This is an optimization exercise on Yosys and OpenROAD, whose aim is small area, a short achievable clock period and few clock cycles per item, not a production implementation.
RTL that was checked went through simulation tests only; none was proved equivalent to the original.
Power and IR drop assume default switching activity.

the reference run:
// multiplier
module multiplier(
  output [63:0] prod,
  output busy,
  input [31:0] mc,
  input [31:0] mp,
  input clk,
  input rst,
  input start);
Size: roughly 1300 cells after synthesis, roughly 160 flip-flops.
clock: 4.0 ns
lec_check: 0
cap_margin: 20
core_margin: 2
core_utilization: 55
setup_slack_margin: 0.1
slew_margin: 20
synth_hierarchical: 1
synth_minimum_keep_size: 0
standard.sh (not shown) runs the stock make flow with config.mk's settings and CLKGATE_MAP_FILE= SYNTH_SCRIPT=/design/flow/synth_recipe.tcl, a recipe that flattens the netlist after the stock synthesis.
==> flow/flow/run.sh <==
#!/bin/bash
# Layout flow: the standard flow (standard synthesis and ORFS steps), except
# that the port buffers inserted before global placement are buf_2 cells
# instead of the delay-cell buffers ORFS picks by default. Every input and
# output port still gets its own buffer.
set -euo pipefail
export BUFFER_PORTS_ARGS="-buffer_cell sky130_fd_sc_hd__buf_2"
bash standard.sh finish > standard_flow.log 2>&1
--- input diff the reference run..the trial run ---
diff --git a/flow/design.v b/flow/design.v
--- a/flow/design.v
+++ b/flow/design.v
@@ -4,15 +4,15 @@
   input [31:0] mc,
   input [31:0] mp,
   input clk,
   input rst,
   input start);
 reg [31:0] M, S;
 reg [30:0] C;
-reg [19:0] Q;
+reg [23:0] Q;
 reg [11:0] Ls, Lc;
 reg t, cl, busy_r;
 reg [1:0] cnt;
 reg [5:0] d_one, d_two, d_neg;
 wire fin = busy_r & (cnt == 2'd1);
 wire it = start | busy_r;
 wire dkeep = ~rst & (start | (busy_r & ~fin));   
@@ -1015,30 +1015,31 @@
 wire [44:0] Tg = R0 & R1;
 always @(posedge clk) begin
   if (rst) busy_r <= 1'b0;
   else if (start) busy_r <= 1'b1;
   else if (fin) busy_r <= 1'b0;
   cnt <= start ? 2'd0 : cnt + 2'd1;
   M <= Me;
-  if (start) Q <= {7'd0, {mp[31:19]}};
-  else if (busy_r) Q <= {F[11:0], Q[19:12]};
-  d_one <= decn[5:0] & {{4{1'b1}}, {2{dkeep}}};
-  d_two <= decn[11:6] & {{4{1'b1}}, {2{dkeep}}};
-  d_neg <= decn[17:12] & {{4{1'b1}}, {2{dkeep}}};
+  if (start) Q <= {11'd0, {mp[31:19]}};
+  else if (busy_r) Q <= {F[11:0], Q[23:12]};
+  d_one <= decn[5:0] & {6{dkeep}};
+  d_two <= decn[11:6] & {6{dkeep}};
+  d_neg <= decn[17:12] & {6{dkeep}};
   if (it) begin
     S <= Tp[43:12];
     C <= Tg[42:12];
     t <= Tp[44] | Tg[43];
     Ls <= Tp[11:0];
     Lc <= Tg[11:0];
     cl <= csh & busy_r;
   end
 end
 assign busy = busy_r;
-assign prod = {F, Q[19:0]};   
+wire [67:0] Pfull = {F, Q[23:0]};
+assign prod = Pfull[67:4];
 endmodule
 module mul_fa(input a, input b, input c, output s, output co);
   assign s = a ^ b ^ c;
   assign co = (a & b) | (c & (a ^ b));
 endmodule
 module mul_ha(input a, input b, output s, output co);
   assign s = a ^ b;
==> summary.txt <==
The trial run ended with every stage complete and zero timing, DRC or antenna violations. Compared with the reference run, the trial run shows number of gates resized after CTS lower by 15. The total chip power number comes out higher for the reference run vs the trial run. The initial core utilization was comparable across the reference run and the trial run. Cells: the trial run has more instances than the reference run. Of the reference run and the trial run, the lower final routed wirelength across all metal layers belongs to the trial run. Sequential cell count: the reference run and the trial run compared, lower one is the reference run. The reference run → the trial run: worst hold slack now sits at about the same level; utilization after layout dropped 3.8 points. Die area: higher on the trial run.
Testbench counts of the trial run, summed over its fixed seeds: cycles 9,600, items 3,200.
For the reference run, only the layout was checked, not whether the RTL still works.

========
Setup of run A:
RTL: one of the versions met above, not the one the previous note started from.
Size in the first run: roughly 1,500 cells after synthesis, ~170 flip-flops, roughly 130 I/O pins, ~16,000 µm² of cells after synthesis.
Design multiplier, start of the top module:
module multiplier(
  output [63:0] prod,
  output busy,
  input [31:0] mc,
  input [31:0] mp,
  input clk,
  input rst,
  input start);
reg [31:0] M, S;
reg [30:0] C;
reg [23:0] Q;
reg [11:0] Ls, Lc;
reg t, cl, busy_r;
reg [1:0] cnt;
reg [5:0] d_one, d_two, d_neg;
wire fin = busy_r & (cnt == 2'd1);
wire it = start | busy_r;
wire dkeep = ~rst & (start | (busy_r & ~fin));   
function [17:0] dec;
  input [12:0] b;
  integer k;
  reg [5:0] o, w, n;
  begin
    for (k = 0; k < 6; k = k + 1) begin
      o[k] = b[2*k+1] ^ b[2*k];
      w[k] = (b[2*k+2] ^ b[2*k+1]) & ~(b[2*k+1] ^ b[2*k]);
      n[k] = b[2*k+2];
    end
    dec = {n, w, o};
  end
endfunction
wire [17:0] dec0 = dec({{mp[7:0], 4'd0}, 1'b0});
wire [17:0] decn = dec(busy_r ? Q[12:0] : {mp[19:7]});
wire [31:0] Me = busy_r ? M : mc;
wire [5:0] oe = busy_r ? d_one : dec0[5:0];
wire [5:0] we = busy_r ? d_two : dec0[11:6];
wire [5:0] ne = busy_r ? d_neg : dec0[17:12];
wire [31:0] Se = S & {32{busy_r}};
wire [30:0] Ce = C & {31{busy_r}};
wire te = t | ~busy_r;
wire [32:0] Mx = {Me[31], Me};
wire [33:0] Mx2 = {Mx, 1'b0};
wire [32:0] Mr = {M[31], M};
wire [33:0] Mr2 = {Mr, 1'b0};
wire [32:0] x0 = ({33{d_one[0]}} & Mr) | ({33{d_two[0]}} & Mr2[32:0]);
  ...
==> flow/config.mk <==
export PLATFORM = sky130hd
export DESIGN_NAME = multiplier
export DESIGN_NICKNAME = multiplier
export VERILOG_FILES = /design/flow/design.v
export SDC_FILE = /design/flow/constraint.sdc
export NUM_CORES = 4
export LEC_CHECK = 0
export CAP_MARGIN = 20
export CORE_MARGIN = 2
export CORE_UTILIZATION = 50
export SETUP_SLACK_MARGIN = 0.1
export SLEW_MARGIN = 20
export SYNTH_HIERARCHICAL = 1
export SYNTH_MINIMUM_KEEP_SIZE = 0
==> flow/constraint.sdc <==
create_clock -name core_clock -period 4.0 [get_ports {clk}]
set_input_delay 0.8000 -clock core_clock [delete_from_list [all_inputs] [get_ports {clk}]]
set_output_delay 0.8000 -clock core_clock [all_outputs]
set_load 0.01 [all_outputs]
Scripts as last shown in full above: flow/flow/run.sh
Testbench counts of run A, summed over its fixed seeds: cycles 9,600, items 3,200.
The inputs of run B differ from those of run A as listed below.
--- a/flow/design.v
+++ b/flow/design.v
@@ -7,39 +7,42 @@
   input rst,
   input start);
 reg [31:0] M, S;
 reg [30:0] C;
 reg [23:0] Q;
 reg [11:0] Ls, Lc;
 reg t, cl, busy_r;
 reg [1:0] cnt;
-reg [5:0] d_one, d_two, d_neg;
+reg [1:0] r_one, r_two, r_neg;   
 wire fin = busy_r & (cnt == 2'd1);
 wire it = start | busy_r;
 wire dkeep = ~rst & (start | (busy_r & ~fin));   
 function [17:0] dec;
   input [12:0] b;
   integer k;
   reg [5:0] o, w, n;
   begin
     for (k = 0; k < 6; k = k + 1) begin
       o[k] = b[2*k+1] ^ b[2*k];
       w[k] = (b[2*k+2] ^ b[2*k+1]) & ~(b[2*k+1] ^ b[2*k]);
       n[k] = b[2*k+2];
     end
     dec = {n, w, o};
   end
 endfunction
-wire [17:0] dec0 = dec({{mp[7:0], 4'd0}, 1'b0});
-wire [17:0] decn = dec(busy_r ? Q[12:0] : {mp[19:7]});
+wire [17:0] dhi = dec({busy_r ? Q[8:0] : {mp[7:0], 1'd0}, 4'd0});
+wire [17:0] dlo = dec({8'd0, busy_r ? Q[12:8] : {mp[11:7]}});
+wire [5:0] d_one = {dhi[5:2], r_one};
+wire [5:0] d_two = {dhi[11:8], r_two};
+wire [5:0] d_neg = {dhi[17:14], r_neg};
 wire [31:0] Me = busy_r ? M : mc;
-wire [5:0] oe = busy_r ? d_one : dec0[5:0];
-wire [5:0] we = busy_r ? d_two : dec0[11:6];
-wire [5:0] ne = busy_r ? d_neg : dec0[17:12];
+wire [5:0] oe = d_one;
+wire [5:0] we = d_two;
+wire [5:0] ne = d_neg;
 wire [31:0] Se = S & {32{busy_r}};
 wire [30:0] Ce = C & {31{busy_r}};
 wire te = t | ~busy_r;
 wire [32:0] Mx = {Me[31], Me};
 wire [33:0] Mx2 = {Mx, 1'b0};
 wire [32:0] Mr = {M[31], M};
 wire [33:0] Mr2 = {Mr, 1'b0};
 wire [32:0] x0 = ({33{d_one[0]}} & Mr) | ({33{d_two[0]}} & Mr2[32:0]);
@@ -1014,21 +1017,21 @@
 wire [44:0] Tp = R0 ^ R1;
 wire [44:0] Tg = R0 & R1;
 always @(posedge clk) begin
   if (rst) busy_r <= 1'b0;
   else if (start) busy_r <= 1'b1;
   else if (fin) busy_r <= 1'b0;
   cnt <= start ? 2'd0 : cnt + 2'd1;
   M <= Me;
-  if (start) Q <= {11'd0, {mp[31:19]}};
+  if (start) Q <= {3'd0, {mp[31:11]}};
   else if (busy_r) Q <= {F[11:0], Q[23:12]};
-  d_one <= decn[5:0] & {6{dkeep}};
-  d_two <= decn[11:6] & {6{dkeep}};
-  d_neg <= decn[17:12] & {6{dkeep}};
+  r_one <= dlo[1:0] & {2{dkeep}};
+  r_two <= dlo[7:6] & {2{dkeep}};
+  r_neg <= dlo[13:12] & {2{dkeep}};
   if (it) begin
     S <= Tp[43:12];
     C <= Tg[42:12];
     t <= Tp[44] | Tg[43];
     Ls <= Tp[11:0];
     Lc <= Tg[11:0];
     cl <= csh & busy_r;
   end
## What came out
Run B: full flow OK, the timing, design-rule and antenna checks passed. Critical path depth: run B > run A. Synthesized-area fraction occupied by adder cells ended up 0.88 points lower on run B than on run A. Compared to run A, run B has setup slack of the critical path after layout 0.040 ns lower. First-iteration DRC count is lower on run A. From run A to run B the numbers moved as follows: total net switching power +about 14%; total inserted antenna cells ~0 delta; portion of total power attributed to the clock network -2.1 points. For the estimated wirelength of the detail-placed design, run B came in 12% higher than run A did. Taking run A as the reference, in run B worst max-slew margin expressed relative to the limit went down by 11 points; leakage power figure went up by about 1.2%. Summary: with run A as the reference, area enclosed by the die boundary in run B moved up by a few percent. Run comparison: run A timing startpoint of the critical path d_one[0]$_DFF_P_; run B timing startpoint of the critical path busy_r$_SDFFE_PP0P_. Run B vs run A on length in cells of the worst reg-to-reg path: run B is the higher one. Routed wire in run B totals more than in run A.
Only the layout flow was run in run B; the RTL was not checked for function there.

========
the previous run:
Another version of the RTL of multiplier (not shown whole).
Size in the first run: about 1,400 cells after synthesis, roughly 160 flip-flops, ~130 I/O pins, roughly 13,000 sq um of cells after synthesis.
clock: 4.0 ns
lec_check: 0
cap_margin: 20
core_margin: 2
core_utilization: 40
slew_margin: 20
run.sh (not shown) runs the stock make flow with config.mk's settings and CLKGATE_MAP_FILE= SYNTH_SCRIPT=/design/flow/synth_recipe.tcl, a recipe that flattens the netlist after the stock synthesis.
Stock flow here: none of the scripts above is used.
Testbench counts of the previous run, summed over its fixed seeds: cycles 16,000, items 3,200.
Inputs modified between the previous run and the current run:
--- a/flow/design.v
+++ b/flow/design.v
@@ -8,14 +8,14 @@
   input start);
 reg [31:0] M, Q, S, C;
 reg [7:0] Ls, Lc;
 reg t, cl, busy_r;
 reg [1:0] cnt;
 reg [3:0] d_one, d_two, d_neg;
-wire fin = busy_r & (cnt == 2'd3);
-wire it = start | (busy_r & ~fin);
+wire fin = busy_r & (cnt == 2'd2);
+wire it = start | busy_r;
 function [11:0] dec;
   input [8:0] b;
   integer k;
   reg [3:0] o, w, n;
   begin
     for (k = 0; k < 4; k = k + 1) begin
@@ -328,16 +328,18 @@
   M <= Me;
   if (start) Q <= {8'd0, mp[31:8]};
   else if (busy_r) Q <= {F[7:0], Q[31:8]};
   d_one <= decn[3:0];
   d_two <= decn[7:4];
   d_neg <= decn[11:8];
-  S <= it ? R0[39:8] : F[39:8];
-  C <= it ? R1[39:8] : 32'd0;
-  t <= R0[40] | R1[40];
-  Ls <= R0[7:0];
-  Lc <= it ? R1[7:0] : 8'd0;
-  cl <= busy_r & ~fin & c8;
+  if (it) begin
+    S <= R0[39:8];
+    C <= R1[39:8];
+    t <= R0[40] | R1[40];
+    Ls <= R0[7:0];
+    Lc <= R1[7:0];
+    cl <= c8 & ~start;
+  end
 end
 assign busy = busy_r;
-assign prod = {S, Q};
+assign prod = {F, Q[31:8]};
 endmodule
==> comparison <==
Summary of the comparison: area of the core region is higher in the current run, relative to the previous run. Against the previous run as the reference, the current run delivers a higher setup-violating endpoint count in the final report. Nothing crashed in the current run and all stages finished; the problem is that the final layout failed, the offending checks being setup timing. STATUS worst slack on hold paths: the current run loses against the previous run. Per the comparison of the current run with the previous run, number of nets in the finished design higher; die boundary height higher. Higher share of the cycle needed by the critical path after routing goes to the current run over the previous run. Looking at portion of netlist area occupied by mux cells, the current run sits 1.1 points below the previous run. Compared with the previous run, the current run shows non-clock buffer count higher by 60%. Sum of internal, switching and leakage power: the current run vs the previous run up 24%. Lower number of cells on the worst reg-to-reg path goes to the current run over the previous run.
Testbench counts of the current run, summed over its fixed seeds: cycles 12,800, items 3,200.

========
Another version of the RTL of multiplier (not shown whole).
Size in the first run: ~1300 cells after synthesis, about 160 flip-flops, roughly 130 I/O pins, roughly 13000 um2 of cells after synthesis.
Design multiplier, start of the top module:
module multiplier(
  output [63:0] prod,
  output busy,
  input [31:0] mc,
  input [31:0] mp,
  input clk,
  input rst,
  input start);
clock: 4.0 ns
lec_check: 0
cap_margin: 20
core_margin: 2
core_utilization: 40
slew_margin: 20
Edit:
--- a/flow/design.v
+++ b/flow/design.v
@@ -6,16 +6,16 @@
   input clk,
   input rst,
   input start);
 reg [31:0] M, Q, S, C;
 reg [7:0] Ls, Lc;
 reg t, cl, busy_r;
-reg [2:0] cnt;
+reg [1:0] cnt;
 reg [3:0] d_one, d_two, d_neg;
-wire fin = busy_r & cnt[2];
-wire it = busy_r & ~cnt[2];
+wire fin = busy_r & (cnt == 2'd3);
+wire it = busy_r;
 function [11:0] dec;
   input [8:0] b;
   integer k;
   reg [3:0] o, w, n;
   begin
     for (k = 0; k < 4; k = k + 1) begin
@@ -320,23 +320,25 @@
 wire [39:0] F = Fx[40:1];
 wire c8 = F[8] ^ S[0] ^ C[0];
 always @(posedge clk) begin
   if (rst) busy_r <= 1'b0;
   else if (start) busy_r <= 1'b1;
   else if (fin) busy_r <= 1'b0;
-  cnt <= start ? 3'd0 : cnt + 3'd1;
+  cnt <= start ? 2'd0 : cnt + 2'd1;
   if (start) M <= mc;
   if (start) Q <= mp;
-  else if (busy_r) Q <= {F[7:0], Q[31:8]};
+  else if (it) Q <= {F[7:0], Q[31:8]};
   d_one <= decn[3:0];
   d_two <= decn[7:4];
   d_neg <= decn[11:8];
-  S <= it ? R0[39:8] : (F[39:8] & {32{~start}});
-  C <= it ? R1[39:8] : 32'd0;
-  t <= it ? (R0[40] | R1[40]) : 1'b1;
-  Ls <= it ? R0[7:0] : 8'd0;
-  Lc <= it ? R1[7:0] : 8'd0;
-  cl <= it & c8;
+  if (start | it) begin
+    S <= R0[39:8] & {32{~start}};
+    C <= R1[39:8] & {32{~start}};
+    t <= R0[40] | R1[40] | start;
+    Ls <= R0[7:0] & {8{~start}};
+    Lc <= R1[7:0] & {8{~start}};
+    cl <= c8 & ~start;
+  end
 end
 assign busy = busy_r;
-assign prod = {S, Q};
+assign prod = {F, Q[31:8]};
 endmodule
Result: Now the flow completed, yet does not pass: setup timing. Synthesized cell count fell by 7.4%. Final area came out higher by 5.2%. Setup slack is worse by 0.95 ns. Final cell count came out lower by 3.8%. Power rose by 50%. Flip-flop and latch count shrinks by 9. Global-route usage decreases by 3.0 points. Clock skew came out lower by 0.0046 ns. Via count is lower by 4.9%. Clock-buffer cell count stays the same. Register-to-register slack degrades by 0.22 ns. Worst hold slack improved by 0.0072 ns. Sequential power went up by 21%. Non-clock buffer count grows by 46.
Testbench counts after the change, summed over its fixed seeds: cycles 16,000, items 3,200.
Only the layout flow was run in the first run of this note; the RTL was not checked for function there.

========
Setup of run C:
multiplier, a different RTL version from the one above (not shown whole).
Size: roughly 1,100 cells after synthesis, about 130 I/O pins.
clock: 4.0 ns
lec_check: 0
cap_margin: 20
core_margin: 2
core_utilization: 40
setup_slack_margin: 0.0
slew_margin: 20
synth_hierarchical: 1
synth_minimum_keep_size: 0
standard.sh (not shown) runs the stock make flow with config.mk's settings and CLKGATE_MAP_FILE= SYNTH_SCRIPT=/design/flow/synth_recipe.tcl, a recipe that flattens the netlist after the stock synthesis.
Scripts as last shown in full above: flow/flow/run.sh
Testbench counts of run C, summed over its fixed seeds: cycles 12,800, items 3,200.
--- input diff run C..run R ---
diff --git a/flow/design.v b/flow/design.v
--- a/flow/design.v
+++ b/flow/design.v
@@ -7,14 +7,15 @@
   input rst,
   input start);
 reg [31:0] M, S;
 reg [30:0] C;
 reg [23:0] Q;
 reg [7:0] Ls, Lc;
 reg t, cl, busy_r;
+reg sel_r, idle_r;   
 reg [1:0] cnt;
 reg [3:0] d_one, d_two, d_neg;
 wire fin = busy_r & (cnt == 2'd2);
 wire it = start | busy_r;
 function [11:0] dec;
   input [8:0] b;
   integer k;
@@ -25,22 +26,22 @@
       w[k] = (b[2*k+2] ^ b[2*k+1]) & ~(b[2*k+1] ^ b[2*k]);
       n[k] = b[2*k+2];
     end
     dec = {n, w, o};
   end
 endfunction
 wire [11:0] dec0 = dec({{mp[7:0]}, 1'b0});
-wire [11:0] decn = dec(busy_r ? Q[8:0] : {mp[15:7]});
-wire [31:0] Me = busy_r ? M : mc;
-wire [3:0] oe = busy_r ? d_one : dec0[3:0];
-wire [3:0] we = busy_r ? d_two : dec0[7:4];
-wire [3:0] ne = busy_r ? d_neg : dec0[11:8];
-wire [31:0] Se = S & {32{busy_r}};
-wire [30:0] Ce = C & {31{busy_r}};
-wire te = t | ~busy_r;
+wire [11:0] decn = dec(sel_r ? Q[8:0] : {mp[15:7]});
+wire [31:0] Me = sel_r ? M : mc;
+wire [3:0] oe = sel_r ? d_one : dec0[3:0];
+wire [3:0] we = sel_r ? d_two : dec0[7:4];
+wire [3:0] ne = sel_r ? d_neg : dec0[11:8];
+wire [31:0] Se = S & {32{~idle_r}};
+wire [30:0] Ce = C & {31{~idle_r}};
+wire te = t | idle_r;
 wire [32:0] Mx = {Me[31], Me};
 wire [33:0] Mx2 = {Mx, 1'b0};
 wire [32:0] x0 = ({33{oe[0]}} & Mx) | ({33{we[0]}} & Mx2[32:0]);
 wire [32:0] p0 = x0 ^ {33{ne[0]}};
 wire [33:0] pp0 = {~p0[32], p0};
 wire [32:0] x1 = ({33{oe[1]}} & Mx) | ({33{we[1]}} & Mx2[32:0]);
 wire [32:0] p1 = x1 ^ {33{ne[1]}};
@@ -362,27 +363,27 @@
 wire fs155, fc155;
 mul_fa u155 (.a(fs82), .b(fc117), .c(fs118), .s(fs155), .co(fc155));
 wire fs156, fc156;
 mul_fa u156 (.a(fs84), .b(fc118), .c(fs119), .s(fs156), .co(fc156));
 wire fs157, fc157;
 mul_fa u157 (.a(fs86), .b(fc119), .c(fs120), .s(fs157), .co(fc157));
 wire fs158, fc158;
-mul_fa u158 (.a(fs87), .b(fc120), .c(fs121), .s(fs158), .co(fc158));
+mul_fa u158 (.a(fs87), .b(fs121), .c(fc120), .s(fs158), .co(fc158));
 wire fs159, fc159;
 mul_fa u159 (.a(fs89), .b(fc121), .c(fs122), .s(fs159), .co(fc159));
 wire fs160, fc160;
 mul_fa u160 (.a(fc89), .b(fs123), .c(fc122), .s(fs160), .co(fc160));
 wire fs161, fc161;
 mul_fa u161 (.a(pp3[30]), .b(hs124), .c(fc123), .s(fs161), .co(fc161));
 wire fs162, fc162;
 mul_fa u162 (.a(pp2[33]), .b(pp3[31]), .c(hc124), .s(fs162), .co(fc162));
 wire hs163, hc163;
 mul_ha u163 (.a(1'b1), .b(pp3[32]), .s(hs163), .co(hc163));
-wire [40:0] R0 = {1'b0, pp3[33], hs163, fs162, fs161, fc159, fc158, fs158, fc156, fc155, fc154, fc153, fc152, fc151, fc150, fc149, fc148, fc147, fc146, fc145, fc144, fc143, fc142, fc141, fc140, fc139, fc138, fc137, fc136, fc135, fc134, fc133, fc132, fc131, fc130, fc129, fc128, fc127, fc126, hc125, hs125};
-wire [40:0] R1 = {1'b0, hc163, fc162, fc161, fc160, fs160, fs159, fc157, fs157, fs156, fs155, fs154, fs153, fs152, fs151, fs150, fs149, fs148, fs147, fs146, fs145, fs144, fs143, fs142, fs141, fs140, fs139, fs138, fs137, fs136, fs135, fs134, fs133, fs132, fs131, fs130, fs129, fs128, fs127, fs126, pp0[0]};
+wire [40:0] R0 = {1'b0, pp3[33], hs163, fs162, fs161, fc159, fc158, fc157, fc156, fc155, fc154, fc153, fc152, fc151, fc150, fc149, fc148, fc147, fc146, fc145, fc144, fc143, fc142, fc141, fc140, fc139, fc138, fc137, fc136, fc135, fc134, fc133, fc132, fc131, fc130, fc129, fc128, fc127, fc126, hc125, hs125};
+wire [40:0] R1 = {1'b0, hc163, fc162, fc161, fc160, fs160, fs159, fs158, fs157, fs156, fs155, fs154, fs153, fs152, fs151, fs150, fs149, fs148, fs147, fs146, fs145, fs144, fs143, fs142, fs141, fs140, fs139, fs138, fs137, fs136, fs135, fs134, fs133, fs132, fs131, fs130, fs129, fs128, fs127, fs126, pp0[0]};
 wire [39:0] fa_p = {S, Ls};
 wire [40:0] pg0_g = {1'b0, C, Lc, cl};
 wire [40:0] pg0_p = {fa_p, 1'b0};
 wire [40:0] pg1_g, pg1_p;
 assign pg1_g[0] = pg0_g[0];
 assign pg1_p[0] = pg0_p[0];
 assign pg1_g[1] = pg0_g[1] | (pg0_p[1] & pg0_g[0]);
@@ -884,14 +885,16 @@
 wire csh = pg6_g[8];   
 wire [40:0] Tp = R0 ^ R1;
 wire [40:0] Tg = R0 & R1;
 always @(posedge clk) begin
   if (rst) busy_r <= 1'b0;
   else if (start) busy_r <= 1'b1;
   else if (fin) busy_r <= 1'b0;
+  sel_r <= ~rst & (start | (busy_r & ~fin));
+  idle_r <= rst | ~(start | (busy_r & ~fin));
   cnt <= start ? 2'd0 : cnt + 2'd1;
   M <= Me;
   if (start) Q <= {7'd0, {mp[31:15]}};
   else if (busy_r) Q <= {F[7:0], Q[23:8]};
   d_one <= decn[3:0];
   d_two <= decn[7:4];
   d_neg <= decn[11:8];
==> comparison <==
Taking run C as the reference, in run R number of synthesized register bits now sits higher, sequential share of layout area now sits at about the same level, number of clock buffers in the layout now sits lower, final setup slack of the worst path now sits lower, wire length now sits higher.
Measured against each other, run R and run C differ in initial antenna violation count, the lower figure coming from run C.
For the area growth from synthesis to final layout, run R came in 1.1 points higher than run C did.
Function not checked in run R: the RTL went through the layout flow alone.

==> afterwards: timing with drivers on the ports <==
How much do the figures lean on ideal ports? The routed layouts below were timed once more, with nothing changed but the port constraints.
Step 1: set_driving_cell puts a clkbuf_16 on clk and a buf_2 on each other input, an assumption about the parent block.
Step 2 moves the port delays by t, midway between the first and last clock arrival at a register: inputs arrive t later, outputs are due t later. That takes back most of the time a late clock gives input paths.
Three values: ideal ports, drivers, drivers and shift; two values: the first two.
run	t, ns	setup slack, ns	worst setup path at the end	latest minus earliest clock arrival (ns)	slew at the worst register clock pin (ns)
the reference run	0.489	0.088 / 0.088 / -0.268	input to register	0.021 / 0.021	0.09 / 0.09
the trial run	0.495	0.148 / 0.148 / -0.236	input to register	0.016 / 0.016	0.08 / 0.08
run A	0.510	0.150 / 0.142 / -0.229	input to register	0.010 / 0.010	0.07 / 0.07
run B	0.500	0.110 / 0.110 / -0.121	input to register	0.014 / 0.014	0.07 / 0.07
the previous run	0.496	0.073 / 0.103 / -0.393	input to register	0.015 / 0.015	0.08 / 0.08
the current run	0.480	-0.025 / -0.074 / -0.330	input to register	0.014 / 0.015	0.08 / 0.08
the first run of note 4	0.486	0.925 / 0.925 / 0.925	register to register	0.014 / 0.015	0.08 / 0.08
the second run of note 4	0.482	-0.027 / -0.076 / 0.407	register to output	0.011 / 0.011	0.07 / 0.07
run C	0.489	0.140 / 0.092 / -0.135	input to register	0.013 / 0.012	0.07 / 0.07
run R	0.490	0.041 / -0.008 / -0.293	input to register	0.012 / 0.012	0.08 / 0.08
With both steps, setup timing fails in 7 of these runs, where it was met with ideal ports. The setup slack of the previous run, which loses most, moves by +0.030 ns with the drivers and by -0.466 ns with both steps.
